From an optimization exercise on the open Yosys and OpenROAD flow, aimed at small area; shortcuts taken in it are not production practice.
No run shown here included a check of the RTL's function; only the layout flow was run.
Power is estimated from default activity; no workload was simulated.

==> flow/design.v (outline; a module is shown in full before it is edited, if it fits) <==
// module mac_mult: 1092 lines
// module fa_cell: 9 lines
// module ha_cell: 8 lines
// module booth_sel: 10 lines
// module booth_sel_n: 10 lines
// module booth_sel0: 8 lines
// module FIR_filter: 67 lines
module FIR_filter #(parameter order = 10)(
	input logic clk,
	input logic reset,
	input logic x_valid,
	input logic signed [23:0] x,
	input logic [16*order - 1:0] h,
	output logic signed [39:0] y
);
  // ...
==> flow/flow/run.sh <==
#!/bin/bash
# The standard layout, with three changes to how it is made:
#  - ports are buffered with the smallest buffer (buf_1) instead of the default choice;
#  - before floorplanning, combinational cells that synthesis upsized are set back to their
#    smallest size (downsize.tcl); the flow's timing repair upsizes again where needed;
#  - clock tree synthesis adds no dummy load cells.
# make's full output goes to flow_make.log; each step's log is under orfs/logs/.
set -euo pipefail
here=$(pwd)
bash standard.sh \
  "BUFFER_PORTS_ARGS=-buffer_cell sky130_fd_sc_hd__buf_1" \
  "PRE_FLOORPLAN_TCL=$here/flow/downsize.tcl" \
  "CTS_ARGS=-sink_clustering_enable -repair_clock_nets -sink_clustering_size 16 -sink_clustering_max_diameter 50 -buf_list sky130_fd_sc_hd__clkbuf_8 -dont_use_dummy_load" \
  finish > "$here/flow_make.log" 2>&1
==> flow/flow/downsize.tcl <==
# Set every combinational cell that is not a buffer, delay or clock cell to the smallest
# size of its kind (for example a22oi_2 -> a22oi_1). Sequential cells are left alone.
set db [ord::get_db]
set n 0
foreach inst [[ord::get_db_block] getInsts] {
  set master [$inst getMaster]
  set name [$master getName]
  if { ![regexp {^sky130_fd_sc_hd__([a-z0-9]+)_([0-9]+)$} $name -> base drive] } { continue }
  if { [regexp {^(df|edf|sdf|sedf|dl|clk|buf|dly|conb|tap|fill|decap|diode|probe|lpflow)} $base] } { continue }
  set best $master
  foreach d {0 1 2} {
    set cand [$db findMaster "sky130_fd_sc_hd__${base}_$d"]
    if { $cand ne "NULL" && [$cand getWidth] < [[set best] getWidth] } { set best $cand }
  }
  if { $best ne $master } {
    replace_cell [$inst getName] [$best getName]
    incr n
  }
}
puts "downsize.tcl: resized $n instances"
==> flow/standard.sh <==
#!/bin/bash
# synth_recipe.tcl (not shown) runs the flow's synth.tcl, then flattens the netlist and writes it again
# the make line also repeats each setting of config.mk as NAME=value (left out here)
make -C /OpenROAD-flow-scripts/flow DESIGN_CONFIG=/design/flow/config.mk WORK_HOME=/design/flow/orfs CLKGATE_MAP_FILE= SYNTH_SCRIPT=/design/flow/synth_recipe.tcl "${@:-finish}"
==> flow/config.mk <==
export PLATFORM = sky130hd
export DESIGN_NAME = FIR_filter
export DESIGN_NICKNAME = FIR_filter
export VERILOG_FILES = /design/flow/design.v
export SDC_FILE = /design/flow/constraint.sdc
export NUM_CORES = 4
export LEC_CHECK = 0
export CAP_MARGIN = 0
export CORE_MARGIN = 2
export CORE_UTILIZATION = 40
export CTS_BUF_LIST = sky130_fd_sc_hd__clkbuf_8
export CTS_CLUSTER_DIAMETER = 50
export CTS_CLUSTER_SIZE = 16
export SLEW_MARGIN = 0
export SYNTH_HIERARCHICAL = 1
==> flow/constraint.sdc <==
create_clock -name core_clock -period 10.0 [get_ports {clk}]
set_input_delay 2.0000 -clock core_clock [delete_from_list [all_inputs] [get_ports {clk}]]
set_output_delay 2.0000 -clock core_clock [all_outputs]
set_load 0.01 [all_outputs]
==> metrics.md, run 1 <==
| Metric | Value |
|---|---|
| Count of non-CTS inverters in the layout | `between 50 and 60` |
| Post-Place Setup Slack | `approximately 1 ns` |
| Seq group | `0.00154 W` |
| Reg2Reg Setup Slack | `around 1.1 ns` |
| Clock buf/inv share | `between 2 and 2.5%` |
| Worst slew pin tran | `~1.2 ns` |
| WL met1 | `22.8 mm` |
| Relative max-transition margin | `between 10% and 20%` |
| First-pass GRT wire length | `between 80 and 90 mm` |
| Hold slack final | `about 0.30 ns` |
| Commonest non-fill, non-tap cells in the layout | `dfxtp_1 (269), buf_1 (225), a22oi_1 (204)` |
| DR top layer | `met4` |
| Cts bufs inserted | `31` |
| Most Crowded Layer GR | `met2` |
| DRC Markers | `0` |
| Setup_tns | `0 ns` |
| Comb pwr share | `between 60% and 70%` |
| Register share of the cell area | `30.5%` |
| CP Depth | `29` |
| Crit Path Max Fanout | `29` |
| FF/Latch Area | `between 6000 and 7000 µm²` |
| Critical path origin | `age[3]` |
| Utilization after layout | `45.7%` |
| Status | `no timing/DRC/antenna violations` |
| Die height | `215 µm` |
| Unrepaired setup endpoints after global routing | `no` |
| CTS tree | `done` |
| Reg2reg start | `age[3]` |
| Starting Density | `between 40% and 50%` |
==> module booth_sel, before the edit <==
module booth_sel (
	input logic one,
	input logic two,
	input logic neg,
	input logic b0,
	input logic b1,
	output logic p
);
	assign p = ((one & b0) | (two & b1)) ^ neg;
endmodule
==> module booth_sel_n, before the edit <==
module booth_sel_n (
	input logic one,
	input logic two,
	input logic neg,
	input logic b0,
	input logic b1,
	output logic p
);
	assign p = ~(((one & b0) | (two & b1)) ^ neg);
endmodule
==> module booth_sel0, before the edit <==
module booth_sel0 (
	input logic one,
	input logic neg,
	input logic b0,
	output logic p
);
	assign p = (one & b0) ^ neg;
endmodule
==> module FIR_filter, before the edit <==
module FIR_filter #(parameter order = 10)(
	input logic clk,
	input logic reset,
	input logic x_valid,
	input logic signed [23:0] x,
	input logic [16*order - 1:0] h,
	output logic signed [39:0] y
);
	localparam int R = order - 1;		 
	logic [23:0] ring [0:R - 1];		 
	logic [23:0] hold;			 
	logic [3:0] age;			 
	logic pend;				 
	logic ins;				 
	logic last;				 
	logic [3:0] left;			 
	logic [3:0] nvalid;			 
	logic [39:0] acc;
	wire [23:0] tail = ring[R - 1];
	wire [23:0] smp = last ? hold : tail;
	logic [3:0] age_n, left_n, nvalid_n;
	logic pend_n;
	always_comb begin
		if (reset) begin
			pend_n = 1'b0;
			left_n = '0;
			nvalid_n = '0;
			age_n = R - 1;
		end else if (x_valid) begin
			pend_n = 1'b1;
			left_n = order;
			nvalid_n = (nvalid == order) ? nvalid : nvalid + 4'd1;
			age_n = (age == 0) ? R : age;
		end else begin
			pend_n = pend & ~ins;
			left_n = (left != 0) ? left - 4'd1 : left;
			nvalid_n = nvalid;
			if (pend && !ins)
				age_n = (age == 1) ? R : age - 4'd1;	 
			else
				age_n = (age == 0) ? R - 1 : age - 4'd1;	 
		end
	end
	wire [3:0] k = last ? 4'd0 : age;
	wire use_k = (left != 0) && (k < nvalid);
	logic [15:0] tap;
	always_comb begin
		tap = '0;
		for (int j = 0; j < order; j++)
			if (use_k && k == j) tap = tap | h[16*j +: 16];
	end
	logic [39:0] sum;
	mac_mult u_mult (.a(tap), .b(smp), .acc(acc), .p(sum));
	always_ff @(posedge clk) begin
		ring[0] <= ins ? hold : tail;
		for (int i = 1; i < R; i++) ring[i] <= ring[i - 1];
		if (x_valid) hold <= x;
		acc <= x_valid ? 40'd0 : sum;
		pend <= pend_n;
		ins <= pend_n && age_n == R;
		last <= left_n == 1;
		left <= left_n;
		nvalid <= nvalid_n;
		age <= age_n;
	end
	assign y = acc;
endmodule
==> inputs of run 2 (changes only) <==
--- a/flow/design.v
+++ b/flow/design.v
@@ -1,439 +1,439 @@
 `timescale 1ns/1ps
 module mac_mult (
 	input logic [15:0] a,
-	input logic [23:0] b,
+	input logic [23:0] bn,
 	input logic [39:0] acc,
 	output logic [39:0] p
 );
-	wire one0 = a[0] ^ 1'b0;
-	wire two0 = (a[1] & ~a[0] & ~1'b0) | (~a[1] & a[0] & 1'b0);
+	wire one0 = ~(a[0] ^ 1'b0);
+	wire two0 = ~((a[1] & ~a[0] & ~1'b0) | (~a[1] & a[0] & 1'b0));
 	wire neg0 = a[1];
 	wire pp0_0;
-	booth_sel0 u_pp0_0 (one0, neg0, b[0], pp0_0);
+	booth_sel0 u_pp0_0 (one0, neg0, bn[0], pp0_0);
 	wire pp0_1;
-	booth_sel u_pp0_1 (one0, two0, neg0, b[1], b[0], pp0_1);
+	booth_sel u_pp0_1 (one0, two0, neg0, bn[1], bn[0], pp0_1);
 	wire pp0_2;
-	booth_sel u_pp0_2 (one0, two0, neg0, b[2], b[1], pp0_2);
+	booth_sel u_pp0_2 (one0, two0, neg0, bn[2], bn[1], pp0_2);
 	wire pp0_3;
-	booth_sel u_pp0_3 (one0, two0, neg0, b[3], b[2], pp0_3);
+	booth_sel u_pp0_3 (one0, two0, neg0, bn[3], bn[2], pp0_3);
 	wire pp0_4;
-	booth_sel u_pp0_4 (one0, two0, neg0, b[4], b[3], pp0_4);
+	booth_sel u_pp0_4 (one0, two0, neg0, bn[4], bn[3], pp0_4);
 	wire pp0_5;
-	booth_sel u_pp0_5 (one0, two0, neg0, b[5], b[4], pp0_5);
+	booth_sel u_pp0_5 (one0, two0, neg0, bn[5], bn[4], pp0_5);
 	wire pp0_6;
-	booth_sel u_pp0_6 (one0, two0, neg0, b[6], b[5], pp0_6);
+	booth_sel u_pp0_6 (one0, two0, neg0, bn[6], bn[5], pp0_6);
 	wire pp0_7;
-	booth_sel u_pp0_7 (one0, two0, neg0, b[7], b[6], pp0_7);
+	booth_sel u_pp0_7 (one0, two0, neg0, bn[7], bn[6], pp0_7);
 	wire pp0_8;
-	booth_sel u_pp0_8 (one0, two0, neg0, b[8], b[7], pp0_8);
+	booth_sel u_pp0_8 (one0, two0, neg0, bn[8], bn[7], pp0_8);
 	wire pp0_9;
-	booth_sel u_pp0_9 (one0, two0, neg0, b[9], b[8], pp0_9);
+	booth_sel u_pp0_9 (one0, two0, neg0, bn[9], bn[8], pp0_9);
 	wire pp0_10;
-	booth_sel u_pp0_10 (one0, two0, neg0, b[10], b[9], pp0_10);
+	booth_sel u_pp0_10 (one0, two0, neg0, bn[10], bn[9], pp0_10);
 	wire pp0_11;
-	booth_sel u_pp0_11 (one0, two0, neg0, b[11], b[10], pp0_11);
+	booth_sel u_pp0_11 (one0, two0, neg0, bn[11], bn[10], pp0_11);
 	wire pp0_12;
-	booth_sel u_pp0_12 (one0, two0, neg0, b[12], b[11], pp0_12);
+	booth_sel u_pp0_12 (one0, two0, neg0, bn[12], bn[11], pp0_12);
 	wire pp0_13;
-	booth_sel u_pp0_13 (one0, two0, neg0, b[13], b[12], pp0_13);
+	booth_sel u_pp0_13 (one0, two0, neg0, bn[13], bn[12], pp0_13);
 	wire pp0_14;
-	booth_sel u_pp0_14 (one0, two0, neg0, b[14], b[13], pp0_14);
+	booth_sel u_pp0_14 (one0, two0, neg0, bn[14], bn[13], pp0_14);
 	wire pp0_15;
-	booth_sel u_pp0_15 (one0, two0, neg0, b[15], b[14], pp0_15);
+	booth_sel u_pp0_15 (one0, two0, neg0, bn[15], bn[14], pp0_15);
 	wire pp0_16;
-	booth_sel u_pp0_16 (one0, two0, neg0, b[16], b[15], pp0_16);
+	booth_sel u_pp0_16 (one0, two0, neg0, bn[16], bn[15], pp0_16);
 	wire pp0_17;
-	booth_sel u_pp0_17 (one0, two0, neg0, b[17], b[16], pp0_17);
+	booth_sel u_pp0_17 (one0, two0, neg0, bn[17], bn[16], pp0_17);
 	wire pp0_18;
-	booth_sel u_pp0_18 (one0, two0, neg0, b[18], b[17], pp0_18);
+	booth_sel u_pp0_18 (one0, two0, neg0, bn[18], bn[17], pp0_18);
 	wire pp0_19;
-	booth_sel u_pp0_19 (one0, two0, neg0, b[19], b[18], pp0_19);
+	booth_sel u_pp0_19 (one0, two0, neg0, bn[19], bn[18], pp0_19);
 	wire pp0_20;
-	booth_sel u_pp0_20 (one0, two0, neg0, b[20], b[19], pp0_20);
+	booth_sel u_pp0_20 (one0, two0, neg0, bn[20], bn[19], pp0_20);
 	wire pp0_21;
-	booth_sel u_pp0_21 (one0, two0, neg0, b[21], b[20], pp0_21);
+	booth_sel u_pp0_21 (one0, two0, neg0, bn[21], bn[20], pp0_21);
 	wire pp0_22;
-	booth_sel u_pp0_22 (one0, two0, neg0, b[22], b[21], pp0_22);
+	booth_sel u_pp0_22 (one0, two0, neg0, bn[22], bn[21], pp0_22);
 	wire pp0_23;
-	booth_sel u_pp0_23 (one0, two0, neg0, b[23], b[22], pp0_23);
+	booth_sel u_pp0_23 (one0, two0, neg0, bn[23], bn[22], pp0_23);
 	wire pp0_24;
-	booth_sel_n u_pp0_24 (one0, two0, neg0, b[23], b[23], pp0_24);
-	wire one1 = a[2] ^ a[1];
-	wire two1 = (a[3] & ~a[2] & ~a[1]) | (~a[3] & a[2] & a[1]);
+	booth_sel_n u_pp0_24 (one0, two0, neg0, bn[23], bn[23], pp0_24);
+	wire one1 = ~(a[2] ^ a[1]);
+	wire two1 = ~((a[3] & ~a[2] & ~a[1]) | (~a[3] & a[2] & a[1]));
 	wire neg1 = a[3];
 	wire pp1_0;
-	booth_sel0 u_pp1_0 (one1, neg1, b[0], pp1_0);
+	booth_sel0 u_pp1_0 (one1, neg1, bn[0], pp1_0);
 	wire pp1_1;
-	booth_sel u_pp1_1 (one1, two1, neg1, b[1], b[0], pp1_1);
+	booth_sel u_pp1_1 (one1, two1, neg1, bn[1], bn[0], pp1_1);
 	wire pp1_2;
-	booth_sel u_pp1_2 (one1, two1, neg1, b[2], b[1], pp1_2);
+	booth_sel u_pp1_2 (one1, two1, neg1, bn[2], bn[1], pp1_2);
 	wire pp1_3;
-	booth_sel u_pp1_3 (one1, two1, neg1, b[3], b[2], pp1_3);
+	booth_sel u_pp1_3 (one1, two1, neg1, bn[3], bn[2], pp1_3);
 	wire pp1_4;
-	booth_sel u_pp1_4 (one1, two1, neg1, b[4], b[3], pp1_4);
+	booth_sel u_pp1_4 (one1, two1, neg1, bn[4], bn[3], pp1_4);
 	wire pp1_5;
-	booth_sel u_pp1_5 (one1, two1, neg1, b[5], b[4], pp1_5);
+	booth_sel u_pp1_5 (one1, two1, neg1, bn[5], bn[4], pp1_5);
 	wire pp1_6;
-	booth_sel u_pp1_6 (one1, two1, neg1, b[6], b[5], pp1_6);
+	booth_sel u_pp1_6 (one1, two1, neg1, bn[6], bn[5], pp1_6);
 	wire pp1_7;
-	booth_sel u_pp1_7 (one1, two1, neg1, b[7], b[6], pp1_7);
+	booth_sel u_pp1_7 (one1, two1, neg1, bn[7], bn[6], pp1_7);
 	wire pp1_8;
-	booth_sel u_pp1_8 (one1, two1, neg1, b[8], b[7], pp1_8);
+	booth_sel u_pp1_8 (one1, two1, neg1, bn[8], bn[7], pp1_8);
 	wire pp1_9;
-	booth_sel u_pp1_9 (one1, two1, neg1, b[9], b[8], pp1_9);
+	booth_sel u_pp1_9 (one1, two1, neg1, bn[9], bn[8], pp1_9);
 	wire pp1_10;
-	booth_sel u_pp1_10 (one1, two1, neg1, b[10], b[9], pp1_10);
+	booth_sel u_pp1_10 (one1, two1, neg1, bn[10], bn[9], pp1_10);
 	wire pp1_11;
-	booth_sel u_pp1_11 (one1, two1, neg1, b[11], b[10], pp1_11);
+	booth_sel u_pp1_11 (one1, two1, neg1, bn[11], bn[10], pp1_11);
 	wire pp1_12;
-	booth_sel u_pp1_12 (one1, two1, neg1, b[12], b[11], pp1_12);
+	booth_sel u_pp1_12 (one1, two1, neg1, bn[12], bn[11], pp1_12);
 	wire pp1_13;
-	booth_sel u_pp1_13 (one1, two1, neg1, b[13], b[12], pp1_13);
+	booth_sel u_pp1_13 (one1, two1, neg1, bn[13], bn[12], pp1_13);
 	wire pp1_14;
-	booth_sel u_pp1_14 (one1, two1, neg1, b[14], b[13], pp1_14);
+	booth_sel u_pp1_14 (one1, two1, neg1, bn[14], bn[13], pp1_14);
 	wire pp1_15;
-	booth_sel u_pp1_15 (one1, two1, neg1, b[15], b[14], pp1_15);
+	booth_sel u_pp1_15 (one1, two1, neg1, bn[15], bn[14], pp1_15);
 	wire pp1_16;
-	booth_sel u_pp1_16 (one1, two1, neg1, b[16], b[15], pp1_16);
+	booth_sel u_pp1_16 (one1, two1, neg1, bn[16], bn[15], pp1_16);
 	wire pp1_17;
-	booth_sel u_pp1_17 (one1, two1, neg1, b[17], b[16], pp1_17);
+	booth_sel u_pp1_17 (one1, two1, neg1, bn[17], bn[16], pp1_17);
 	wire pp1_18;
-	booth_sel u_pp1_18 (one1, two1, neg1, b[18], b[17], pp1_18);
+	booth_sel u_pp1_18 (one1, two1, neg1, bn[18], bn[17], pp1_18);
 	wire pp1_19;
-	booth_sel u_pp1_19 (one1, two1, neg1, b[19], b[18], pp1_19);
+	booth_sel u_pp1_19 (one1, two1, neg1, bn[19], bn[18], pp1_19);
 	wire pp1_20;
-	booth_sel u_pp1_20 (one1, two1, neg1, b[20], b[19], pp1_20);
+	booth_sel u_pp1_20 (one1, two1, neg1, bn[20], bn[19], pp1_20);
 	wire pp1_21;
-	booth_sel u_pp1_21 (one1, two1, neg1, b[21], b[20], pp1_21);
+	booth_sel u_pp1_21 (one1, two1, neg1, bn[21], bn[20], pp1_21);
 	wire pp1_22;
-	booth_sel u_pp1_22 (one1, two1, neg1, b[22], b[21], pp1_22);
+	booth_sel u_pp1_22 (one1, two1, neg1, bn[22], bn[21], pp1_22);
 	wire pp1_23;
-	booth_sel u_pp1_23 (one1, two1, neg1, b[23], b[22], pp1_23);
+	booth_sel u_pp1_23 (one1, two1, neg1, bn[23], bn[22], pp1_23);
 	wire pp1_24;
-	booth_sel_n u_pp1_24 (one1, two1, neg1, b[23], b[23], pp1_24);
-	wire one2 = a[4] ^ a[3];
-	wire two2 = (a[5] & ~a[4] & ~a[3]) | (~a[5] & a[4] & a[3]);
+	booth_sel_n u_pp1_24 (one1, two1, neg1, bn[23], bn[23], pp1_24);
+	wire one2 = ~(a[4] ^ a[3]);
+	wire two2 = ~((a[5] & ~a[4] & ~a[3]) | (~a[5] & a[4] & a[3]));
 	wire neg2 = a[5];
 	wire pp2_0;
-	booth_sel0 u_pp2_0 (one2, neg2, b[0], pp2_0);
+	booth_sel0 u_pp2_0 (one2, neg2, bn[0], pp2_0);
 	wire pp2_1;
-	booth_sel u_pp2_1 (one2, two2, neg2, b[1], b[0], pp2_1);
+	booth_sel u_pp2_1 (one2, two2, neg2, bn[1], bn[0], pp2_1);
 	wire pp2_2;
-	booth_sel u_pp2_2 (one2, two2, neg2, b[2], b[1], pp2_2);
+	booth_sel u_pp2_2 (one2, two2, neg2, bn[2], bn[1], pp2_2);
 	wire pp2_3;
-	booth_sel u_pp2_3 (one2, two2, neg2, b[3], b[2], pp2_3);
+	booth_sel u_pp2_3 (one2, two2, neg2, bn[3], bn[2], pp2_3);
 	wire pp2_4;
-	booth_sel u_pp2_4 (one2, two2, neg2, b[4], b[3], pp2_4);
+	booth_sel u_pp2_4 (one2, two2, neg2, bn[4], bn[3], pp2_4);
 	wire pp2_5;
-	booth_sel u_pp2_5 (one2, two2, neg2, b[5], b[4], pp2_5);
+	booth_sel u_pp2_5 (one2, two2, neg2, bn[5], bn[4], pp2_5);
 	wire pp2_6;
-	booth_sel u_pp2_6 (one2, two2, neg2, b[6], b[5], pp2_6);
+	booth_sel u_pp2_6 (one2, two2, neg2, bn[6], bn[5], pp2_6);
 	wire pp2_7;
-	booth_sel u_pp2_7 (one2, two2, neg2, b[7], b[6], pp2_7);
+	booth_sel u_pp2_7 (one2, two2, neg2, bn[7], bn[6], pp2_7);
 	wire pp2_8;
-	booth_sel u_pp2_8 (one2, two2, neg2, b[8], b[7], pp2_8);
+	booth_sel u_pp2_8 (one2, two2, neg2, bn[8], bn[7], pp2_8);
 	wire pp2_9;
-	booth_sel u_pp2_9 (one2, two2, neg2, b[9], b[8], pp2_9);
+	booth_sel u_pp2_9 (one2, two2, neg2, bn[9], bn[8], pp2_9);
 	wire pp2_10;
-	booth_sel u_pp2_10 (one2, two2, neg2, b[10], b[9], pp2_10);
+	booth_sel u_pp2_10 (one2, two2, neg2, bn[10], bn[9], pp2_10);
 	wire pp2_11;
-	booth_sel u_pp2_11 (one2, two2, neg2, b[11], b[10], pp2_11);
+	booth_sel u_pp2_11 (one2, two2, neg2, bn[11], bn[10], pp2_11);
 	wire pp2_12;
-	booth_sel u_pp2_12 (one2, two2, neg2, b[12], b[11], pp2_12);
+	booth_sel u_pp2_12 (one2, two2, neg2, bn[12], bn[11], pp2_12);
 	wire pp2_13;
-	booth_sel u_pp2_13 (one2, two2, neg2, b[13], b[12], pp2_13);
+	booth_sel u_pp2_13 (one2, two2, neg2, bn[13], bn[12], pp2_13);
 	wire pp2_14;
-	booth_sel u_pp2_14 (one2, two2, neg2, b[14], b[13], pp2_14);
+	booth_sel u_pp2_14 (one2, two2, neg2, bn[14], bn[13], pp2_14);
 	wire pp2_15;
-	booth_sel u_pp2_15 (one2, two2, neg2, b[15], b[14], pp2_15);
+	booth_sel u_pp2_15 (one2, two2, neg2, bn[15], bn[14], pp2_15);
 	wire pp2_16;
-	booth_sel u_pp2_16 (one2, two2, neg2, b[16], b[15], pp2_16);
+	booth_sel u_pp2_16 (one2, two2, neg2, bn[16], bn[15], pp2_16);
 	wire pp2_17;
-	booth_sel u_pp2_17 (one2, two2, neg2, b[17], b[16], pp2_17);
+	booth_sel u_pp2_17 (one2, two2, neg2, bn[17], bn[16], pp2_17);
 	wire pp2_18;
-	booth_sel u_pp2_18 (one2, two2, neg2, b[18], b[17], pp2_18);
+	booth_sel u_pp2_18 (one2, two2, neg2, bn[18], bn[17], pp2_18);
 	wire pp2_19;
-	booth_sel u_pp2_19 (one2, two2, neg2, b[19], b[18], pp2_19);
+	booth_sel u_pp2_19 (one2, two2, neg2, bn[19], bn[18], pp2_19);
 	wire pp2_20;
-	booth_sel u_pp2_20 (one2, two2, neg2, b[20], b[19], pp2_20);
+	booth_sel u_pp2_20 (one2, two2, neg2, bn[20], bn[19], pp2_20);
 	wire pp2_21;
-	booth_sel u_pp2_21 (one2, two2, neg2, b[21], b[20], pp2_21);
+	booth_sel u_pp2_21 (one2, two2, neg2, bn[21], bn[20], pp2_21);
 	wire pp2_22;
-	booth_sel u_pp2_22 (one2, two2, neg2, b[22], b[21], pp2_22);
+	booth_sel u_pp2_22 (one2, two2, neg2, bn[22], bn[21], pp2_22);
 	wire pp2_23;
-	booth_sel u_pp2_23 (one2, two2, neg2, b[23], b[22], pp2_23);
+	booth_sel u_pp2_23 (one2, two2, neg2, bn[23], bn[22], pp2_23);
 	wire pp2_24;
-	booth_sel_n u_pp2_24 (one2, two2, neg2, b[23], b[23], pp2_24);
-	wire one3 = a[6] ^ a[5];
-	wire two3 = (a[7] & ~a[6] & ~a[5]) | (~a[7] & a[6] & a[5]);
+	booth_sel_n u_pp2_24 (one2, two2, neg2, bn[23], bn[23], pp2_24);
+	wire one3 = ~(a[6] ^ a[5]);
+	wire two3 = ~((a[7] & ~a[6] & ~a[5]) | (~a[7] & a[6] & a[5]));
 	wire neg3 = a[7];
 	wire pp3_0;
-	booth_sel0 u_pp3_0 (one3, neg3, b[0], pp3_0);
+	booth_sel0 u_pp3_0 (one3, neg3, bn[0], pp3_0);
 	wire pp3_1;
-	booth_sel u_pp3_1 (one3, two3, neg3, b[1], b[0], pp3_1);
+	booth_sel u_pp3_1 (one3, two3, neg3, bn[1], bn[0], pp3_1);
 	wire pp3_2;
-	booth_sel u_pp3_2 (one3, two3, neg3, b[2], b[1], pp3_2);
+	booth_sel u_pp3_2 (one3, two3, neg3, bn[2], bn[1], pp3_2);
 	wire pp3_3;
-	booth_sel u_pp3_3 (one3, two3, neg3, b[3], b[2], pp3_3);
+	booth_sel u_pp3_3 (one3, two3, neg3, bn[3], bn[2], pp3_3);
 	wire pp3_4;
-	booth_sel u_pp3_4 (one3, two3, neg3, b[4], b[3], pp3_4);
+	booth_sel u_pp3_4 (one3, two3, neg3, bn[4], bn[3], pp3_4);
 	wire pp3_5;
-	booth_sel u_pp3_5 (one3, two3, neg3, b[5], b[4], pp3_5);
+	booth_sel u_pp3_5 (one3, two3, neg3, bn[5], bn[4], pp3_5);
 	wire pp3_6;
-	booth_sel u_pp3_6 (one3, two3, neg3, b[6], b[5], pp3_6);
+	booth_sel u_pp3_6 (one3, two3, neg3, bn[6], bn[5], pp3_6);
 	wire pp3_7;
-	booth_sel u_pp3_7 (one3, two3, neg3, b[7], b[6], pp3_7);
+	booth_sel u_pp3_7 (one3, two3, neg3, bn[7], bn[6], pp3_7);
 	wire pp3_8;
-	booth_sel u_pp3_8 (one3, two3, neg3, b[8], b[7], pp3_8);
+	booth_sel u_pp3_8 (one3, two3, neg3, bn[8], bn[7], pp3_8);
 	wire pp3_9;
-	booth_sel u_pp3_9 (one3, two3, neg3, b[9], b[8], pp3_9);
+	booth_sel u_pp3_9 (one3, two3, neg3, bn[9], bn[8], pp3_9);
 	wire pp3_10;
-	booth_sel u_pp3_10 (one3, two3, neg3, b[10], b[9], pp3_10);
+	booth_sel u_pp3_10 (one3, two3, neg3, bn[10], bn[9], pp3_10);
 	wire pp3_11;
-	booth_sel u_pp3_11 (one3, two3, neg3, b[11], b[10], pp3_11);
+	booth_sel u_pp3_11 (one3, two3, neg3, bn[11], bn[10], pp3_11);
 	wire pp3_12;
-	booth_sel u_pp3_12 (one3, two3, neg3, b[12], b[11], pp3_12);
+	booth_sel u_pp3_12 (one3, two3, neg3, bn[12], bn[11], pp3_12);
 	wire pp3_13;
-	booth_sel u_pp3_13 (one3, two3, neg3, b[13], b[12], pp3_13);
+	booth_sel u_pp3_13 (one3, two3, neg3, bn[13], bn[12], pp3_13);
 	wire pp3_14;
-	booth_sel u_pp3_14 (one3, two3, neg3, b[14], b[13], pp3_14);
+	booth_sel u_pp3_14 (one3, two3, neg3, bn[14], bn[13], pp3_14);
 	wire pp3_15;
-	booth_sel u_pp3_15 (one3, two3, neg3, b[15], b[14], pp3_15);
+	booth_sel u_pp3_15 (one3, two3, neg3, bn[15], bn[14], pp3_15);
 	wire pp3_16;
-	booth_sel u_pp3_16 (one3, two3, neg3, b[16], b[15], pp3_16);
+	booth_sel u_pp3_16 (one3, two3, neg3, bn[16], bn[15], pp3_16);
 	wire pp3_17;
-	booth_sel u_pp3_17 (one3, two3, neg3, b[17], b[16], pp3_17);
+	booth_sel u_pp3_17 (one3, two3, neg3, bn[17], bn[16], pp3_17);
 	wire pp3_18;
-	booth_sel u_pp3_18 (one3, two3, neg3, b[18], b[17], pp3_18);
+	booth_sel u_pp3_18 (one3, two3, neg3, bn[18], bn[17], pp3_18);
 	wire pp3_19;
-	booth_sel u_pp3_19 (one3, two3, neg3, b[19], b[18], pp3_19);
+	booth_sel u_pp3_19 (one3, two3, neg3, bn[19], bn[18], pp3_19);
 	wire pp3_20;
-	booth_sel u_pp3_20 (one3, two3, neg3, b[20], b[19], pp3_20);
+	booth_sel u_pp3_20 (one3, two3, neg3, bn[20], bn[19], pp3_20);
 	wire pp3_21;
-	booth_sel u_pp3_21 (one3, two3, neg3, b[21], b[20], pp3_21);
+	booth_sel u_pp3_21 (one3, two3, neg3, bn[21], bn[20], pp3_21);
 	wire pp3_22;
-	booth_sel u_pp3_22 (one3, two3, neg3, b[22], b[21], pp3_22);
+	booth_sel u_pp3_22 (one3, two3, neg3, bn[22], bn[21], pp3_22);
 	wire pp3_23;
-	booth_sel u_pp3_23 (one3, two3, neg3, b[23], b[22], pp3_23);
+	booth_sel u_pp3_23 (one3, two3, neg3, bn[23], bn[22], pp3_23);
 	wire pp3_24;
-	booth_sel_n u_pp3_24 (one3, two3, neg3, b[23], b[23], pp3_24);
-	wire one4 = a[8] ^ a[7];
-	wire two4 = (a[9] & ~a[8] & ~a[7]) | (~a[9] & a[8] & a[7]);
+	booth_sel_n u_pp3_24 (one3, two3, neg3, bn[23], bn[23], pp3_24);
+	wire one4 = ~(a[8] ^ a[7]);
+	wire two4 = ~((a[9] & ~a[8] & ~a[7]) | (~a[9] & a[8] & a[7]));
 	wire neg4 = a[9];
 	wire pp4_0;
-	booth_sel0 u_pp4_0 (one4, neg4, b[0], pp4_0);
+	booth_sel0 u_pp4_0 (one4, neg4, bn[0], pp4_0);
 	wire pp4_1;
-	booth_sel u_pp4_1 (one4, two4, neg4, b[1], b[0], pp4_1);
+	booth_sel u_pp4_1 (one4, two4, neg4, bn[1], bn[0], pp4_1);
 	wire pp4_2;
-	booth_sel u_pp4_2 (one4, two4, neg4, b[2], b[1], pp4_2);
+	booth_sel u_pp4_2 (one4, two4, neg4, bn[2], bn[1], pp4_2);
 	wire pp4_3;
-	booth_sel u_pp4_3 (one4, two4, neg4, b[3], b[2], pp4_3);
+	booth_sel u_pp4_3 (one4, two4, neg4, bn[3], bn[2], pp4_3);
 	wire pp4_4;
-	booth_sel u_pp4_4 (one4, two4, neg4, b[4], b[3], pp4_4);
+	booth_sel u_pp4_4 (one4, two4, neg4, bn[4], bn[3], pp4_4);
 	wire pp4_5;
-	booth_sel u_pp4_5 (one4, two4, neg4, b[5], b[4], pp4_5);
+	booth_sel u_pp4_5 (one4, two4, neg4, bn[5], bn[4], pp4_5);
 	wire pp4_6;
-	booth_sel u_pp4_6 (one4, two4, neg4, b[6], b[5], pp4_6);
+	booth_sel u_pp4_6 (one4, two4, neg4, bn[6], bn[5], pp4_6);
 	wire pp4_7;
-	booth_sel u_pp4_7 (one4, two4, neg4, b[7], b[6], pp4_7);
+	booth_sel u_pp4_7 (one4, two4, neg4, bn[7], bn[6], pp4_7);
 	wire pp4_8;
-	booth_sel u_pp4_8 (one4, two4, neg4, b[8], b[7], pp4_8);
+	booth_sel u_pp4_8 (one4, two4, neg4, bn[8], bn[7], pp4_8);
 	wire pp4_9;
-	booth_sel u_pp4_9 (one4, two4, neg4, b[9], b[8], pp4_9);
+	booth_sel u_pp4_9 (one4, two4, neg4, bn[9], bn[8], pp4_9);
 	wire pp4_10;
-	booth_sel u_pp4_10 (one4, two4, neg4, b[10], b[9], pp4_10);
+	booth_sel u_pp4_10 (one4, two4, neg4, bn[10], bn[9], pp4_10);
 	wire pp4_11;
-	booth_sel u_pp4_11 (one4, two4, neg4, b[11], b[10], pp4_11);
+	booth_sel u_pp4_11 (one4, two4, neg4, bn[11], bn[10], pp4_11);
 	wire pp4_12;
-	booth_sel u_pp4_12 (one4, two4, neg4, b[12], b[11], pp4_12);
+	booth_sel u_pp4_12 (one4, two4, neg4, bn[12], bn[11], pp4_12);
 	wire pp4_13;
-	booth_sel u_pp4_13 (one4, two4, neg4, b[13], b[12], pp4_13);
+	booth_sel u_pp4_13 (one4, two4, neg4, bn[13], bn[12], pp4_13);
 	wire pp4_14;
-	booth_sel u_pp4_14 (one4, two4, neg4, b[14], b[13], pp4_14);
+	booth_sel u_pp4_14 (one4, two4, neg4, bn[14], bn[13], pp4_14);
 	wire pp4_15;
-	booth_sel u_pp4_15 (one4, two4, neg4, b[15], b[14], pp4_15);
+	booth_sel u_pp4_15 (one4, two4, neg4, bn[15], bn[14], pp4_15);
 	wire pp4_16;
-	booth_sel u_pp4_16 (one4, two4, neg4, b[16], b[15], pp4_16);
+	booth_sel u_pp4_16 (one4, two4, neg4, bn[16], bn[15], pp4_16);
 	wire pp4_17;
-	booth_sel u_pp4_17 (one4, two4, neg4, b[17], b[16], pp4_17);
+	booth_sel u_pp4_17 (one4, two4, neg4, bn[17], bn[16], pp4_17);
 	wire pp4_18;
-	booth_sel u_pp4_18 (one4, two4, neg4, b[18], b[17], pp4_18);
+	booth_sel u_pp4_18 (one4, two4, neg4, bn[18], bn[17], pp4_18);
 	wire pp4_19;
-	booth_sel u_pp4_19 (one4, two4, neg4, b[19], b[18], pp4_19);
+	booth_sel u_pp4_19 (one4, two4, neg4, bn[19], bn[18], pp4_19);
 	wire pp4_20;
-	booth_sel u_pp4_20 (one4, two4, neg4, b[20], b[19], pp4_20);
+	booth_sel u_pp4_20 (one4, two4, neg4, bn[20], bn[19], pp4_20);
 	wire pp4_21;
-	booth_sel u_pp4_21 (one4, two4, neg4, b[21], b[20], pp4_21);
+	booth_sel u_pp4_21 (one4, two4, neg4, bn[21], bn[20], pp4_21);
 	wire pp4_22;
-	booth_sel u_pp4_22 (one4, two4, neg4, b[22], b[21], pp4_22);
+	booth_sel u_pp4_22 (one4, two4, neg4, bn[22], bn[21], pp4_22);
 	wire pp4_23;
-	booth_sel u_pp4_23 (one4, two4, neg4, b[23], b[22], pp4_23);
+	booth_sel u_pp4_23 (one4, two4, neg4, bn[23], bn[22], pp4_23);
 	wire pp4_24;
-	booth_sel_n u_pp4_24 (one4, two4, neg4, b[23], b[23], pp4_24);
-	wire one5 = a[10] ^ a[9];
-	wire two5 = (a[11] & ~a[10] & ~a[9]) | (~a[11] & a[10] & a[9]);
+	booth_sel_n u_pp4_24 (one4, two4, neg4, bn[23], bn[23], pp4_24);
+	wire one5 = ~(a[10] ^ a[9]);
+	wire two5 = ~((a[11] & ~a[10] & ~a[9]) | (~a[11] & a[10] & a[9]));
 	wire neg5 = a[11];
 	wire pp5_0;
-	booth_sel0 u_pp5_0 (one5, neg5, b[0], pp5_0);
+	booth_sel0 u_pp5_0 (one5, neg5, bn[0], pp5_0);
 	wire pp5_1;
-	booth_sel u_pp5_1 (one5, two5, neg5, b[1], b[0], pp5_1);
+	booth_sel u_pp5_1 (one5, two5, neg5, bn[1], bn[0], pp5_1);
 	wire pp5_2;
-	booth_sel u_pp5_2 (one5, two5, neg5, b[2], b[1], pp5_2);
+	booth_sel u_pp5_2 (one5, two5, neg5, bn[2], bn[1], pp5_2);
 	wire pp5_3;
-	booth_sel u_pp5_3 (one5, two5, neg5, b[3], b[2], pp5_3);
+	booth_sel u_pp5_3 (one5, two5, neg5, bn[3], bn[2], pp5_3);
 	wire pp5_4;
-	booth_sel u_pp5_4 (one5, two5, neg5, b[4], b[3], pp5_4);
+	booth_sel u_pp5_4 (one5, two5, neg5, bn[4], bn[3], pp5_4);
 	wire pp5_5;
-	booth_sel u_pp5_5 (one5, two5, neg5, b[5], b[4], pp5_5);
+	booth_sel u_pp5_5 (one5, two5, neg5, bn[5], bn[4], pp5_5);
 	wire pp5_6;
-	booth_sel u_pp5_6 (one5, two5, neg5, b[6], b[5], pp5_6);
+	booth_sel u_pp5_6 (one5, two5, neg5, bn[6], bn[5], pp5_6);
 	wire pp5_7;
-	booth_sel u_pp5_7 (one5, two5, neg5, b[7], b[6], pp5_7);
+	booth_sel u_pp5_7 (one5, two5, neg5, bn[7], bn[6], pp5_7);
 	wire pp5_8;
-	booth_sel u_pp5_8 (one5, two5, neg5, b[8], b[7], pp5_8);
+	booth_sel u_pp5_8 (one5, two5, neg5, bn[8], bn[7], pp5_8);
 	wire pp5_9;
-	booth_sel u_pp5_9 (one5, two5, neg5, b[9], b[8], pp5_9);
+	booth_sel u_pp5_9 (one5, two5, neg5, bn[9], bn[8], pp5_9);
 	wire pp5_10;
-	booth_sel u_pp5_10 (one5, two5, neg5, b[10], b[9], pp5_10);
+	booth_sel u_pp5_10 (one5, two5, neg5, bn[10], bn[9], pp5_10);
 	wire pp5_11;
-	booth_sel u_pp5_11 (one5, two5, neg5, b[11], b[10], pp5_11);
+	booth_sel u_pp5_11 (one5, two5, neg5, bn[11], bn[10], pp5_11);
 	wire pp5_12;
-	booth_sel u_pp5_12 (one5, two5, neg5, b[12], b[11], pp5_12);
+	booth_sel u_pp5_12 (one5, two5, neg5, bn[12], bn[11], pp5_12);
 	wire pp5_13;
-	booth_sel u_pp5_13 (one5, two5, neg5, b[13], b[12], pp5_13);
+	booth_sel u_pp5_13 (one5, two5, neg5, bn[13], bn[12], pp5_13);
 	wire pp5_14;
-	booth_sel u_pp5_14 (one5, two5, neg5, b[14], b[13], pp5_14);
+	booth_sel u_pp5_14 (one5, two5, neg5, bn[14], bn[13], pp5_14);
 	wire pp5_15;
-	booth_sel u_pp5_15 (one5, two5, neg5, b[15], b[14], pp5_15);
+	booth_sel u_pp5_15 (one5, two5, neg5, bn[15], bn[14], pp5_15);
 	wire pp5_16;
-	booth_sel u_pp5_16 (one5, two5, neg5, b[16], b[15], pp5_16);
+	booth_sel u_pp5_16 (one5, two5, neg5, bn[16], bn[15], pp5_16);
 	wire pp5_17;
-	booth_sel u_pp5_17 (one5, two5, neg5, b[17], b[16], pp5_17);
+	booth_sel u_pp5_17 (one5, two5, neg5, bn[17], bn[16], pp5_17);
 	wire pp5_18;
-	booth_sel u_pp5_18 (one5, two5, neg5, b[18], b[17], pp5_18);
+	booth_sel u_pp5_18 (one5, two5, neg5, bn[18], bn[17], pp5_18);
 	wire pp5_19;
-	booth_sel u_pp5_19 (one5, two5, neg5, b[19], b[18], pp5_19);
+	booth_sel u_pp5_19 (one5, two5, neg5, bn[19], bn[18], pp5_19);
 	wire pp5_20;
-	booth_sel u_pp5_20 (one5, two5, neg5, b[20], b[19], pp5_20);
+	booth_sel u_pp5_20 (one5, two5, neg5, bn[20], bn[19], pp5_20);
 	wire pp5_21;
-	booth_sel u_pp5_21 (one5, two5, neg5, b[21], b[20], pp5_21);
+	booth_sel u_pp5_21 (one5, two5, neg5, bn[21], bn[20], pp5_21);
 	wire pp5_22;
-	booth_sel u_pp5_22 (one5, two5, neg5, b[22], b[21], pp5_22);
+	booth_sel u_pp5_22 (one5, two5, neg5, bn[22], bn[21], pp5_22);
 	wire pp5_23;
-	booth_sel u_pp5_23 (one5, two5, neg5, b[23], b[22], pp5_23);
+	booth_sel u_pp5_23 (one5, two5, neg5, bn[23], bn[22], pp5_23);
 	wire pp5_24;
-	booth_sel_n u_pp5_24 (one5, two5, neg5, b[23], b[23], pp5_24);
-	wire one6 = a[12] ^ a[11];
-	wire two6 = (a[13] & ~a[12] & ~a[11]) | (~a[13] & a[12] & a[11]);
+	booth_sel_n u_pp5_24 (one5, two5, neg5, bn[23], bn[23], pp5_24);
+	wire one6 = ~(a[12] ^ a[11]);
+	wire two6 = ~((a[13] & ~a[12] & ~a[11]) | (~a[13] & a[12] & a[11]));
 	wire neg6 = a[13];
 	wire pp6_0;
-	booth_sel0 u_pp6_0 (one6, neg6, b[0], pp6_0);
+	booth_sel0 u_pp6_0 (one6, neg6, bn[0], pp6_0);
 	wire pp6_1;
-	booth_sel u_pp6_1 (one6, two6, neg6, b[1], b[0], pp6_1);
+	booth_sel u_pp6_1 (one6, two6, neg6, bn[1], bn[0], pp6_1);
 	wire pp6_2;
-	booth_sel u_pp6_2 (one6, two6, neg6, b[2], b[1], pp6_2);
+	booth_sel u_pp6_2 (one6, two6, neg6, bn[2], bn[1], pp6_2);
 	wire pp6_3;
-	booth_sel u_pp6_3 (one6, two6, neg6, b[3], b[2], pp6_3);
+	booth_sel u_pp6_3 (one6, two6, neg6, bn[3], bn[2], pp6_3);
 	wire pp6_4;
-	booth_sel u_pp6_4 (one6, two6, neg6, b[4], b[3], pp6_4);
+	booth_sel u_pp6_4 (one6, two6, neg6, bn[4], bn[3], pp6_4);
 	wire pp6_5;
-	booth_sel u_pp6_5 (one6, two6, neg6, b[5], b[4], pp6_5);
+	booth_sel u_pp6_5 (one6, two6, neg6, bn[5], bn[4], pp6_5);
 	wire pp6_6;
-	booth_sel u_pp6_6 (one6, two6, neg6, b[6], b[5], pp6_6);
+	booth_sel u_pp6_6 (one6, two6, neg6, bn[6], bn[5], pp6_6);
 	wire pp6_7;
-	booth_sel u_pp6_7 (one6, two6, neg6, b[7], b[6], pp6_7);
+	booth_sel u_pp6_7 (one6, two6, neg6, bn[7], bn[6], pp6_7);
 	wire pp6_8;
-	booth_sel u_pp6_8 (one6, two6, neg6, b[8], b[7], pp6_8);
+	booth_sel u_pp6_8 (one6, two6, neg6, bn[8], bn[7], pp6_8);
 	wire pp6_9;
-	booth_sel u_pp6_9 (one6, two6, neg6, b[9], b[8], pp6_9);
+	booth_sel u_pp6_9 (one6, two6, neg6, bn[9], bn[8], pp6_9);
 	wire pp6_10;
-	booth_sel u_pp6_10 (one6, two6, neg6, b[10], b[9], pp6_10);
+	booth_sel u_pp6_10 (one6, two6, neg6, bn[10], bn[9], pp6_10);
 	wire pp6_11;
-	booth_sel u_pp6_11 (one6, two6, neg6, b[11], b[10], pp6_11);
+	booth_sel u_pp6_11 (one6, two6, neg6, bn[11], bn[10], pp6_11);
 	wire pp6_12;
-	booth_sel u_pp6_12 (one6, two6, neg6, b[12], b[11], pp6_12);
+	booth_sel u_pp6_12 (one6, two6, neg6, bn[12], bn[11], pp6_12);
 	wire pp6_13;
-	booth_sel u_pp6_13 (one6, two6, neg6, b[13], b[12], pp6_13);
+	booth_sel u_pp6_13 (one6, two6, neg6, bn[13], bn[12], pp6_13);
 	wire pp6_14;
-	booth_sel u_pp6_14 (one6, two6, neg6, b[14], b[13], pp6_14);
+	booth_sel u_pp6_14 (one6, two6, neg6, bn[14], bn[13], pp6_14);
 	wire pp6_15;
-	booth_sel u_pp6_15 (one6, two6, neg6, b[15], b[14], pp6_15);
+	booth_sel u_pp6_15 (one6, two6, neg6, bn[15], bn[14], pp6_15);
 	wire pp6_16;
-	booth_sel u_pp6_16 (one6, two6, neg6, b[16], b[15], pp6_16);
+	booth_sel u_pp6_16 (one6, two6, neg6, bn[16], bn[15], pp6_16);
 	wire pp6_17;
-	booth_sel u_pp6_17 (one6, two6, neg6, b[17], b[16], pp6_17);
+	booth_sel u_pp6_17 (one6, two6, neg6, bn[17], bn[16], pp6_17);
 	wire pp6_18;
-	booth_sel u_pp6_18 (one6, two6, neg6, b[18], b[17], pp6_18);
+	booth_sel u_pp6_18 (one6, two6, neg6, bn[18], bn[17], pp6_18);
 	wire pp6_19;
-	booth_sel u_pp6_19 (one6, two6, neg6, b[19], b[18], pp6_19);
+	booth_sel u_pp6_19 (one6, two6, neg6, bn[19], bn[18], pp6_19);
 	wire pp6_20;
-	booth_sel u_pp6_20 (one6, two6, neg6, b[20], b[19], pp6_20);
+	booth_sel u_pp6_20 (one6, two6, neg6, bn[20], bn[19], pp6_20);
 	wire pp6_21;
-	booth_sel u_pp6_21 (one6, two6, neg6, b[21], b[20], pp6_21);
+	booth_sel u_pp6_21 (one6, two6, neg6, bn[21], bn[20], pp6_21);
 	wire pp6_22;
-	booth_sel u_pp6_22 (one6, two6, neg6, b[22], b[21], pp6_22);
+	booth_sel u_pp6_22 (one6, two6, neg6, bn[22], bn[21], pp6_22);
 	wire pp6_23;
-	booth_sel u_pp6_23 (one6, two6, neg6, b[23], b[22], pp6_23);
+	booth_sel u_pp6_23 (one6, two6, neg6, bn[23], bn[22], pp6_23);
 	wire pp6_24;
-	booth_sel_n u_pp6_24 (one6, two6, neg6, b[23], b[23], pp6_24);
-	wire one7 = a[14] ^ a[13];
-	wire two7 = (a[15] & ~a[14] & ~a[13]) | (~a[15] & a[14] & a[13]);
+	booth_sel_n u_pp6_24 (one6, two6, neg6, bn[23], bn[23], pp6_24);
+	wire one7 = ~(a[14] ^ a[13]);
+	wire two7 = ~((a[15] & ~a[14] & ~a[13]) | (~a[15] & a[14] & a[13]));
 	wire neg7 = a[15];
 	wire pp7_0;
-	booth_sel0 u_pp7_0 (one7, neg7, b[0], pp7_0);
+	booth_sel0 u_pp7_0 (one7, neg7, bn[0], pp7_0);
 	wire pp7_1;
-	booth_sel u_pp7_1 (one7, two7, neg7, b[1], b[0], pp7_1);
+	booth_sel u_pp7_1 (one7, two7, neg7, bn[1], bn[0], pp7_1);
 	wire pp7_2;
-	booth_sel u_pp7_2 (one7, two7, neg7, b[2], b[1], pp7_2);
+	booth_sel u_pp7_2 (one7, two7, neg7, bn[2], bn[1], pp7_2);
 	wire pp7_3;
-	booth_sel u_pp7_3 (one7, two7, neg7, b[3], b[2], pp7_3);
+	booth_sel u_pp7_3 (one7, two7, neg7, bn[3], bn[2], pp7_3);
 	wire pp7_4;
-	booth_sel u_pp7_4 (one7, two7, neg7, b[4], b[3], pp7_4);
+	booth_sel u_pp7_4 (one7, two7, neg7, bn[4], bn[3], pp7_4);
 	wire pp7_5;
-	booth_sel u_pp7_5 (one7, two7, neg7, b[5], b[4], pp7_5);
+	booth_sel u_pp7_5 (one7, two7, neg7, bn[5], bn[4], pp7_5);
 	wire pp7_6;
-	booth_sel u_pp7_6 (one7, two7, neg7, b[6], b[5], pp7_6);
+	booth_sel u_pp7_6 (one7, two7, neg7, bn[6], bn[5], pp7_6);
 	wire pp7_7;
-	booth_sel u_pp7_7 (one7, two7, neg7, b[7], b[6], pp7_7);
+	booth_sel u_pp7_7 (one7, two7, neg7, bn[7], bn[6], pp7_7);
 	wire pp7_8;
-	booth_sel u_pp7_8 (one7, two7, neg7, b[8], b[7], pp7_8);
+	booth_sel u_pp7_8 (one7, two7, neg7, bn[8], bn[7], pp7_8);
 	wire pp7_9;
-	booth_sel u_pp7_9 (one7, two7, neg7, b[9], b[8], pp7_9);
+	booth_sel u_pp7_9 (one7, two7, neg7, bn[9], bn[8], pp7_9);
 	wire pp7_10;
-	booth_sel u_pp7_10 (one7, two7, neg7, b[10], b[9], pp7_10);
+	booth_sel u_pp7_10 (one7, two7, neg7, bn[10], bn[9], pp7_10);
 	wire pp7_11;
-	booth_sel u_pp7_11 (one7, two7, neg7, b[11], b[10], pp7_11);
+	booth_sel u_pp7_11 (one7, two7, neg7, bn[11], bn[10], pp7_11);
 	wire pp7_12;
-	booth_sel u_pp7_12 (one7, two7, neg7, b[12], b[11], pp7_12);
+	booth_sel u_pp7_12 (one7, two7, neg7, bn[12], bn[11], pp7_12);
 	wire pp7_13;
-	booth_sel u_pp7_13 (one7, two7, neg7, b[13], b[12], pp7_13);
+	booth_sel u_pp7_13 (one7, two7, neg7, bn[13], bn[12], pp7_13);
 	wire pp7_14;
-	booth_sel u_pp7_14 (one7, two7, neg7, b[14], b[13], pp7_14);
+	booth_sel u_pp7_14 (one7, two7, neg7, bn[14], bn[13], pp7_14);
 	wire pp7_15;
-	booth_sel u_pp7_15 (one7, two7, neg7, b[15], b[14], pp7_15);
+	booth_sel u_pp7_15 (one7, two7, neg7, bn[15], bn[14], pp7_15);
 	wire pp7_16;
-	booth_sel u_pp7_16 (one7, two7, neg7, b[16], b[15], pp7_16);
+	booth_sel u_pp7_16 (one7, two7, neg7, bn[16], bn[15], pp7_16);
 	wire pp7_17;
-	booth_sel u_pp7_17 (one7, two7, neg7, b[17], b[16], pp7_17);
+	booth_sel u_pp7_17 (one7, two7, neg7, bn[17], bn[16], pp7_17);
 	wire pp7_18;
-	booth_sel u_pp7_18 (one7, two7, neg7, b[18], b[17], pp7_18);
+	booth_sel u_pp7_18 (one7, two7, neg7, bn[18], bn[17], pp7_18);
 	wire pp7_19;
-	booth_sel u_pp7_19 (one7, two7, neg7, b[19], b[18], pp7_19);
+	booth_sel u_pp7_19 (one7, two7, neg7, bn[19], bn[18], pp7_19);
 	wire pp7_20;
-	booth_sel u_pp7_20 (one7, two7, neg7, b[20], b[19], pp7_20);
+	booth_sel u_pp7_20 (one7, two7, neg7, bn[20], bn[19], pp7_20);
 	wire pp7_21;
-	booth_sel u_pp7_21 (one7, two7, neg7, b[21], b[20], pp7_21);
+	booth_sel u_pp7_21 (one7, two7, neg7, bn[21], bn[20], pp7_21);
 	wire pp7_22;
-	booth_sel u_pp7_22 (one7, two7, neg7, b[22], b[21], pp7_22);
+	booth_sel u_pp7_22 (one7, two7, neg7, bn[22], bn[21], pp7_22);
 	wire pp7_23;
-	booth_sel u_pp7_23 (one7, two7, neg7, b[23], b[22], pp7_23);
+	booth_sel u_pp7_23 (one7, two7, neg7, bn[23], bn[22], pp7_23);
 	wire pp7_24;
-	booth_sel_n u_pp7_24 (one7, two7, neg7, b[23], b[23], pp7_24);
+	booth_sel_n u_pp7_24 (one7, two7, neg7, bn[23], bn[23], pp7_24);
 	wire hs0, hc0;
 	ha_cell u_hs0 (acc[14], neg7, hs0, hc0);
 	wire hs1, hc1;
 	ha_cell u_hs1 (acc[15], pp0_15, hs1, hc1);
 	wire hs2, hc2;
 	ha_cell u_hs2 (acc[16], pp0_16, hs2, hc2);
 	wire hs3, hc3;
 	ha_cell u_hs3 (acc[17], pp0_17, hs3, hc3);
@@ -1105,42 +1105,42 @@
 	input logic a,
 	input logic b,
 	output logic s,
 	output logic co
 );
 	assign {co, s} = a + b;
 endmodule
 module booth_sel (
-	input logic one,
-	input logic two,
+	input logic one_n,
+	input logic two_n,
 	input logic neg,
-	input logic b0,
-	input logic b1,
+	input logic b0_n,
+	input logic b1_n,
 	output logic p
 );
-	assign p = ((one & b0) | (two & b1)) ^ neg;
+	assign p = ((~one_n & ~b0_n) | (~two_n & ~b1_n)) ^ neg;
 endmodule
 module booth_sel_n (
-	input logic one,
-	input logic two,
+	input logic one_n,
+	input logic two_n,
 	input logic neg,
-	input logic b0,
-	input logic b1,
+	input logic b0_n,
+	input logic b1_n,
 	output logic p
 );
-	assign p = ~(((one & b0) | (two & b1)) ^ neg);
+	assign p = ~(((~one_n & ~b0_n) | (~two_n & ~b1_n)) ^ neg);
 endmodule
 module booth_sel0 (
-	input logic one,
+	input logic one_n,
 	input logic neg,
-	input logic b0,
+	input logic b0_n,
 	output logic p
 );
-	assign p = (one & b0) ^ neg;
+	assign p = (~one_n & ~b0_n) ^ neg;
 endmodule
 `timescale 1ns/1ps
 module FIR_filter #(parameter order = 10)(
 	input logic clk,
 	input logic reset,
 	input logic x_valid,
 	input logic signed [23:0] x,
 	input logic [16*order - 1:0] h,
@@ -1150,21 +1150,23 @@
 	logic [23:0] ring [0:R - 1];		 
 	logic [23:0] hold;			 
 	logic [3:0] age;			 
 	logic pend;				 
 	logic ins;				 
 	logic last;				 
 	logic [3:0] left;			 
 	logic [3:0] nvalid;			 
+	logic [3:0] k;				 
+	logic use_k;				 
 	logic [39:0] acc;
 	wire [23:0] tail = ring[R - 1];
-	wire [23:0] smp = last ? hold : tail;
-	logic [3:0] age_n, left_n, nvalid_n;
-	logic pend_n;
+	wire [23:0] smp_n = ~(last ? hold : tail);	 
+	logic [3:0] age_n, left_n, nvalid_n, k_n;
+	logic pend_n, use_n;
 	always_comb begin
 		if (reset) begin
 			pend_n = 1'b0;
 			left_n = '0;
 			nvalid_n = '0;
 			age_n = R - 1;
 		end else if (x_valid) begin
 			pend_n = 1'b1;
@@ -1175,32 +1177,34 @@
 			pend_n = pend & ~ins;
 			left_n = (left != 0) ? left - 4'd1 : left;
 			nvalid_n = nvalid;
 			if (pend && !ins)
 				age_n = (age == 1) ? R : age - 4'd1;	 
 			else
 				age_n = (age == 0) ? R - 1 : age - 4'd1;	 
 		end
+		k_n = (left_n == 1) ? 4'd0 : age_n;
+		use_n = (left_n != 0) && (k_n < nvalid_n);
 	end
-	wire [3:0] k = last ? 4'd0 : age;
-	wire use_k = (left != 0) && (k < nvalid);
 	logic [15:0] tap;
 	always_comb begin
 		tap = '0;
 		for (int j = 0; j < order; j++)
 			if (use_k && k == j) tap = tap | h[16*j +: 16];
 	end
 	logic [39:0] sum;
-	mac_mult u_mult (.a(tap), .b(smp), .acc(acc), .p(sum));
+	mac_mult u_mult (.a(tap), .bn(smp_n), .acc(acc), .p(sum));
 	always_ff @(posedge clk) begin
 		ring[0] <= ins ? hold : tail;
 		for (int i = 1; i < R; i++) ring[i] <= ring[i - 1];
 		if (x_valid) hold <= x;
 		acc <= x_valid ? 40'd0 : sum;
+		k <= k_n;
+		use_k <= use_n;
 		pend <= pend_n;
 		ins <= pend_n && age_n == R;
 		last <= left_n == 1;
 		left <= left_n;
 		nvalid <= nvalid_n;
 		age <= age_n;
 	end
 	assign y = acc;
==> metrics.md, run 2 <==
| Metric | Value |
|---|---|
| First-pass GRT wire length | `77.0 mm (was 80.4 mm)` |
| Setup Skew | `0.0903 ns (was 0.0633 ns)` |
| Leak pwr | `9.02 nW (was 7.84 nW)` |
| VDD IR max | `0.164 mV (was 0.178 mV)` |
| Largest net degree at the start of global routing | `61 (was 59)` |
| CTS clock-pin slew for the worst setup and hold paths | `0.09 ns (about the same)` |
| Die height | `211 µm (was 215 µm)` |
| Starting Density | `40.8% (was 40.5%)` |
| Final period demand of the worst path | `8.84 ns (was 8.86 ns)` |
| Hold slack final | `0.278 ns (was 0.297 ns)` |
| Status | `no timing/DRC/antenna violations (unchanged)` |
| Placed inst area | `19200 µm² (was 19700 µm²)` |
| Worst R2R Path Depth | `27 (was 29)` |
| Max clock buf depth | `3 (unchanged)` |
| Largest Register | `ring (unchanged)` |
| Initial antenna violation count | `3 (was 2)` |
| DR top layer | `met4 (unchanged)` |
| Crit Path Max Fanout | `23 (was 29)` |
| Antenna-violating nets left | `0 (unchanged)` |
| Setup Fix Bufs, Post-CTS | `0 (unchanged)` |
| Pre-Repair DR Iteration Count | `6 (was 7)` |
| Port Buffers | `226 (unchanged)` |
| Synth Instances | `1454 (was 1525)` |
| CP Data Arrival Time | `9.33 ns (was 9.32 ns)` |
| CP max-delay cell | `nand4_1 (was or4b_1)` |
| Hold buffer count at CTS | `0 (unchanged)` |
| Worst slew pin tran | `1.05 ns (was 1.21 ns)` |
| Relative max-transition margin | `29.8% (was 19.3%)` |
| Worst-Skew Late Latency | `0.62 ns (was 0.64 ns)` |
| Pins Over Slew Limit | `0 (unchanged)` |
| Detailed Place HPWL | `38.0 mm (was 38.8 mm)` |
| Initial drt markers | `818 (was 981)` |
| Via count | `12700 (was 13100)` |
| # clock sinks | `300 (was 295)` |
| Share of cells above drive strength 1 | `8.74% (was 8.93%)` |
| CORE AREA | `42100 µm² (was 44100 µm²)` |
| Crit end category | `flip-flop (unchanged)` |
| Met3 WL | `3.81 mm (was 3.43 mm)` |
| Fin cells | `2282 (was 2385)` |
| Utilization after layout | `46.4% (was 45.7%)` |
| Hold WC Path Type | `flip-flop to flip-flop (unchanged)` |
| Reg2Reg Setup Slack | `1.57 ns (was 1.14 ns)` |
| Final instance area | `19500 µm² (was 20200 µm²)` |
| Syn Nets | `1906 (was 1976)` |
| RD Place Congestion | `0.974 (was 0.937)` |
| Hold path cells | `0 (unchanged)` |
| Total GRT Usage | `22.5% (was 22.3%)` |
| P per Cell Area | `225 nW/µm² (was 271 nW/µm²)` |
| Unrepaired setup endpoints after global routing | `no (unchanged)` |
| Largest register FFs | `216 (unchanged)` |
| Dpl cells | `2251 (was 2352)` |
| Rows | `75 (was 77)` |
| Wire length per cell | `21.7 µm (was 21.6 µm)` |
| Gr ovfl total | `0 (unchanged)` |
| CTS tree | `done (unchanged)` |
| Chip width | `211 µm (was 215 µm)` |
| Area of the multi-input gates | `10700 µm² (was 11400 µm²)` |
| Vias in the first global route | `13100 (was 13500)` |
| Die ar. | `44600 µm² (was 46400 µm²)` |
| Hold Startpoint | `ring[7][1] (was ring[4][17])` |
| WL met2 | `22.2 mm (was 24.2 mm)` |
| Slowest stage delay, CP | `0.54 ns (was 0.60 ns)` |
| CTS Root Cell | `clkbuf_8 (unchanged)` |
| Reg2reg start | `k[3] (was age[3])` |
| RR Endpoint | `acc[38] (was acc[30])` |
| Routed vias/inst | `5.55 (was 5.49)` |
| DRT Wirelength | `49.6 mm (was 51.5 mm)` |
| DRC Markers | `0 (unchanged)` |
| Setup_tns | `0 ns (unchanged)` |
| Syn. warnings | `8 (unchanged)` |
| Tcrit/Tclk final | `88.4% (was 88.6%)` |
| Cts bufs inserted | `28 (was 31)` |
| H-tree depth | `1 (unchanged)` |
| Critical Path RT | `10.49 ns (was 10.47 ns)` |
| Commonest non-fill, non-tap cell in the layout | `dfxtp_1 (unchanged)` |
| Number of max-cap violations | `0 (unchanged)` |
| Commonest non-fill, non-tap cells in the layout | `dfxtp_1 (276), buf_1 (225), xor2_1 (204) (was dfxtp_1 (269), buf_1 (225), a22oi_1 (204))` |
| Fillers | `3923 (was 4300)` |
| Setup violators final | `0 (unchanged)` |
| Io pins | `227 (unchanged)` |
| Resized cells post-CTS | `0 (unchanged)` |
| WL met1 | `22.1 mm (was 22.8 mm)` |
| Largest regs | `ring: 216 flops, acc: 40 flops, hold: 24 flops (unchanged)` |
| Critical path type | `input pin to flip-flop (was flip-flop to flip-flop)` |
| Startpoint Class | `input pin (was flip-flop)` |
| Hold Path End | `ring[8][1] (was ring[5][17])` |
| Fmax | `113 MHz (about the same)` |
| Fin nets | `2194 (was 2244)` |
| Crit path top cell by count | `fa_2 (unchanged)` |
| Fin. Hold Viols | `0 (unchanged)` |
| CP top delay family | `adder cells (unchanged)` |
| CP bufs+invs | `2 (unchanged)` |
| FF/Latch Area | `6250 µm² (was 6150 µm²)` |
run 2: routing by layer:
| layer | GRT usage (%) | vias to the layer above |
|---|---|---|
| met5 | 0 | - |
| met4 | 7.21 | 0 |
| met3 | 5.69 | 94 |
| met2 | 34.2 | 421 |
| met1 | 31.4 | 6372 |
| li1 | - | 5782 |
run 2: cell type report:
cell class,count,share of cell area [%]
multi-input cells,1065,54.6
flip-flops and latches,300,32.0
repair buffers,293,6.93
well taps,539,3.45
clock buffers,28,1.97
inverters,54,1.04
diodes,3,0.0384
run 2: worst max-delay path by stage:
stage           start      end  slack (ns)  cells past startpoint
6_report        h[81]  acc[38]        1.16                     25
5_1_grt        h[113]  acc[38]        0.79                     25
4_1_cts         h[81]  acc[38]        1.29                     25
3_5_place_dp    h[81]  acc[38]        0.65                     25
3_3_place_gp    h[81]  acc[38]        0.70                     25
2_1_floorplan   h[81]  acc[26]       -0.05                     23
run 2: stage by stage:
| stage | total power (W) | worst slack, ns |
|---|---|---|
| final | 0.00440 | 1.16 |
| after global routing | 0.00480 | 0.786 |
| after CTS | 0.00445 | 1.29 |
| after detailed placement | 0.00381 | 0.646 |
| after global placement | 0.00373 | 0.702 |
| after floorplan | 0.00320 | -0.0485 |
run 2: report_power, final:
group          internal [W]  leakage, nW  switching, W
clock              0.000247        0.201      0.000366
combinational      0.000993         6.31       0.00124
sequential          0.00144         2.50      0.000107
==> inputs of run 3 (changes only) <==
--- a/flow/config.mk
+++ b/flow/config.mk
@@ -12,4 +12,5 @@
 export CTS_CLUSTER_DIAMETER = 50
 export CTS_CLUSTER_SIZE = 16
+export GPL_TIMING_DRIVEN = 0
 export SLEW_MARGIN = 0
 export SYNTH_HIERARCHICAL = 1
==> metrics.md, run 3 <==
| Metric | Value |
|---|---|
| H-tree depth | `1 (unchanged)` |
| Worst slew pin tran | `1.32 ns (was 1.05 ns)` |
| Unrepaired setup endpoints after global routing | `no (unchanged)` |
| Utilization after layout | `47.8% (was 46.4%)` |
| Commonest non-fill, non-tap cells in the layout | `dfxtp_1 (276), buf_1 (226), xor2_1 (204) (was dfxtp_1 (276), buf_1 (225), xor2_1 (204))` |
| Leak pwr | `9.27 nW (was 9.02 nW)` |
| Status | `no timing/DRC/antenna violations (unchanged)` |
| RD Place Congestion | `0.950 (was 0.974)` |
| Synth Instances | `1454 (unchanged)` |
| Setup violators final | `0 (unchanged)` |
| Syn Nets | `1906 (unchanged)` |
| Area of the multi-input gates | `10700 µm² (about the same)` |
| Via count | `12800 (was 12700)` |
| Resized cells post-CTS | `0 (unchanged)` |
| Final instance area | `20100 µm² (was 19500 µm²)` |
| Vias in the first global route | `13300 (was 13100)` |
| Die ar. | `44600 µm² (unchanged)` |
| First-pass GRT wire length | `80.7 mm (was 77.0 mm)` |
| Largest Register | `ring (unchanged)` |
| DRC Markers | `0 (unchanged)` |
| Setup Fix Bufs, Post-CTS | `0 (unchanged)` |
| Commonest non-fill, non-tap cell in the layout | `dfxtp_1 (unchanged)` |
| Cts bufs inserted | `30 (was 28)` |
| FF/Latch Area | `6250 µm² (unchanged)` |
| Die height | `211 µm (unchanged)` |
| Rows | `75 (unchanged)` |
| Total GRT Usage | `23.6% (was 22.5%)` |
| Routed vias/inst | `5.57 (was 5.55)` |
| Crit Path Max Fanout | `24 (was 23)` |
| Fin nets | `2220 (was 2194)` |
| Hold buffer count at CTS | `0 (unchanged)` |
| Setup_tns | `0 ns (unchanged)` |
| Slowest stage delay, CP | `0.74 ns (was 0.54 ns)` |
| Relative max-transition margin | `11.2% (was 29.8%)` |
| Critical path type | `input pin to flip-flop (unchanged)` |
| Critical Path RT | `10.48 ns (was 10.49 ns)` |
| Number of max-cap violations | `0 (unchanged)` |
| Largest net degree at the start of global routing | `30 (was 61)` |
| DRT Wirelength | `52.1 mm (was 49.6 mm)` |
| Wire length per cell | `22.6 µm (was 21.7 µm)` |
| CTS tree | `done (unchanged)` |
| Worst-Skew Late Latency | `0.64 ns (was 0.62 ns)` |
| Initial drt markers | `1127 (was 818)` |
| Crit path top cell by count | `fa_2 (unchanged)` |
| Setup Skew | `0.0934 ns (was 0.0903 ns)` |
| Share of cells above drive strength 1 | `10.2% (was 8.74%)` |
| Tcrit/Tclk final | `97.8% (was 88.4%)` |
| Gr ovfl total | `0 (unchanged)` |
| Largest regs | `ring: 216 flops, acc: 40 flops, hold: 24 flops (unchanged)` |
| Chip width | `211 µm (unchanged)` |
| CORE AREA | `42100 µm² (unchanged)` |
| Detailed Place HPWL | `40.7 mm (was 38.0 mm)` |
| Starting Density | `40.8% (unchanged)` |
| CTS clock-pin slew for the worst setup and hold paths | `0.07 ns (was 0.09 ns)` |
| Syn. warnings | `8 (unchanged)` |
| CP max-delay cell | `nand2_1 (was nand4_1)` |
| P per Cell Area | `224 nW/µm² (was 225 nW/µm²)` |
| Fin. Hold Viols | `0 (unchanged)` |
| Crit end category | `flip-flop (unchanged)` |
| CP bufs+invs | `2 (unchanged)` |
| Io pins | `227 (unchanged)` |
| Placed inst area | `19700 µm² (was 19200 µm²)` |
| Hold WC Path Type | `flip-flop to flip-flop (unchanged)` |
| Dpl cells | `2275 (was 2251)` |
| # clock sinks | `300 (unchanged)` |
| Pre-Repair DR Iteration Count | `5 (was 6)` |
| CP Data Arrival Time | `10.26 ns (was 9.33 ns)` |
| Max clock buf depth | `3 (unchanged)` |
| VDD IR max | `0.124 mV (was 0.164 mV)` |
| Antenna-violating nets left | `0 (unchanged)` |
| Port Buffers | `225 (was 226)` |
## run 3: worst paths after layout
path / start / end / slack [ns] / cells after the start
worst max-delay path: h[81] / acc[34] / 0.22 / 26
worst min-delay path: ring[3][1] / ring[4][1] / 0.26 / 0
worst min register to register: ring[3][1] / ring[4][1] / 0.26 / 0
worst max register to register: k[2] / acc[34] / 0.65 / 26
## run 3: report_power, final
group	internal (W)	switching, W
combinational	0.00106	0.00127
clock	0.000264	0.000368
sequential	0.00144	0.000107
total	0.00277	0.00175
## run 3: through the flow
stage / setup slack [ns] / total power, W
floorplan: -0.0485 / 0.00320
global placement: -2.74 / 0.00376
detailed placement: -0.306 / 0.00390
CTS: 0.378 / 0.00456
global route: 0.0609 / 0.00491
finish: 0.218 / 0.00452
## run 3: worst reg2reg max path, delay by kind of cell, from the launching register on
| kind | cells | cell delay (ns) |
|---|---|---|
| fa+ha+maj | 10 | 3.65 |
| simple gates | 6 | 2.97 |
| compound gates | 6 | 1.55 |
| buf+inv | 2 | 0.40 |
| xor+xnor | 2 | 0.34 |
| flops | 1 | 0.29 |
## run 3: final cells by class
type                    count  share of cell area (%)
diodes                      2                  0.0248
plain buffers              35                   0.938
clock buffers              30                    2.05
inverters                  54                    1.01
multi-input cells        1065                    53.3
flip-flops and latches    300                    31.0
well taps                 539                    3.35
repair buffers            282                    8.33
## run 3: routing by layer
| layer | GRT usage [%] | vias to the layer above | wire, µm |
|---|---|---|---|
| met2 | 36.7 | 465 | 23700 |
| met5 | 0 | - | 0 |
| met3 | 4.80 | 100 | 3470 |
| li1 | - | 5834 | - |
| met1 | 33.9 | 6444 | 23700 |
| met4 | 5.66 | 0 | 1240 |
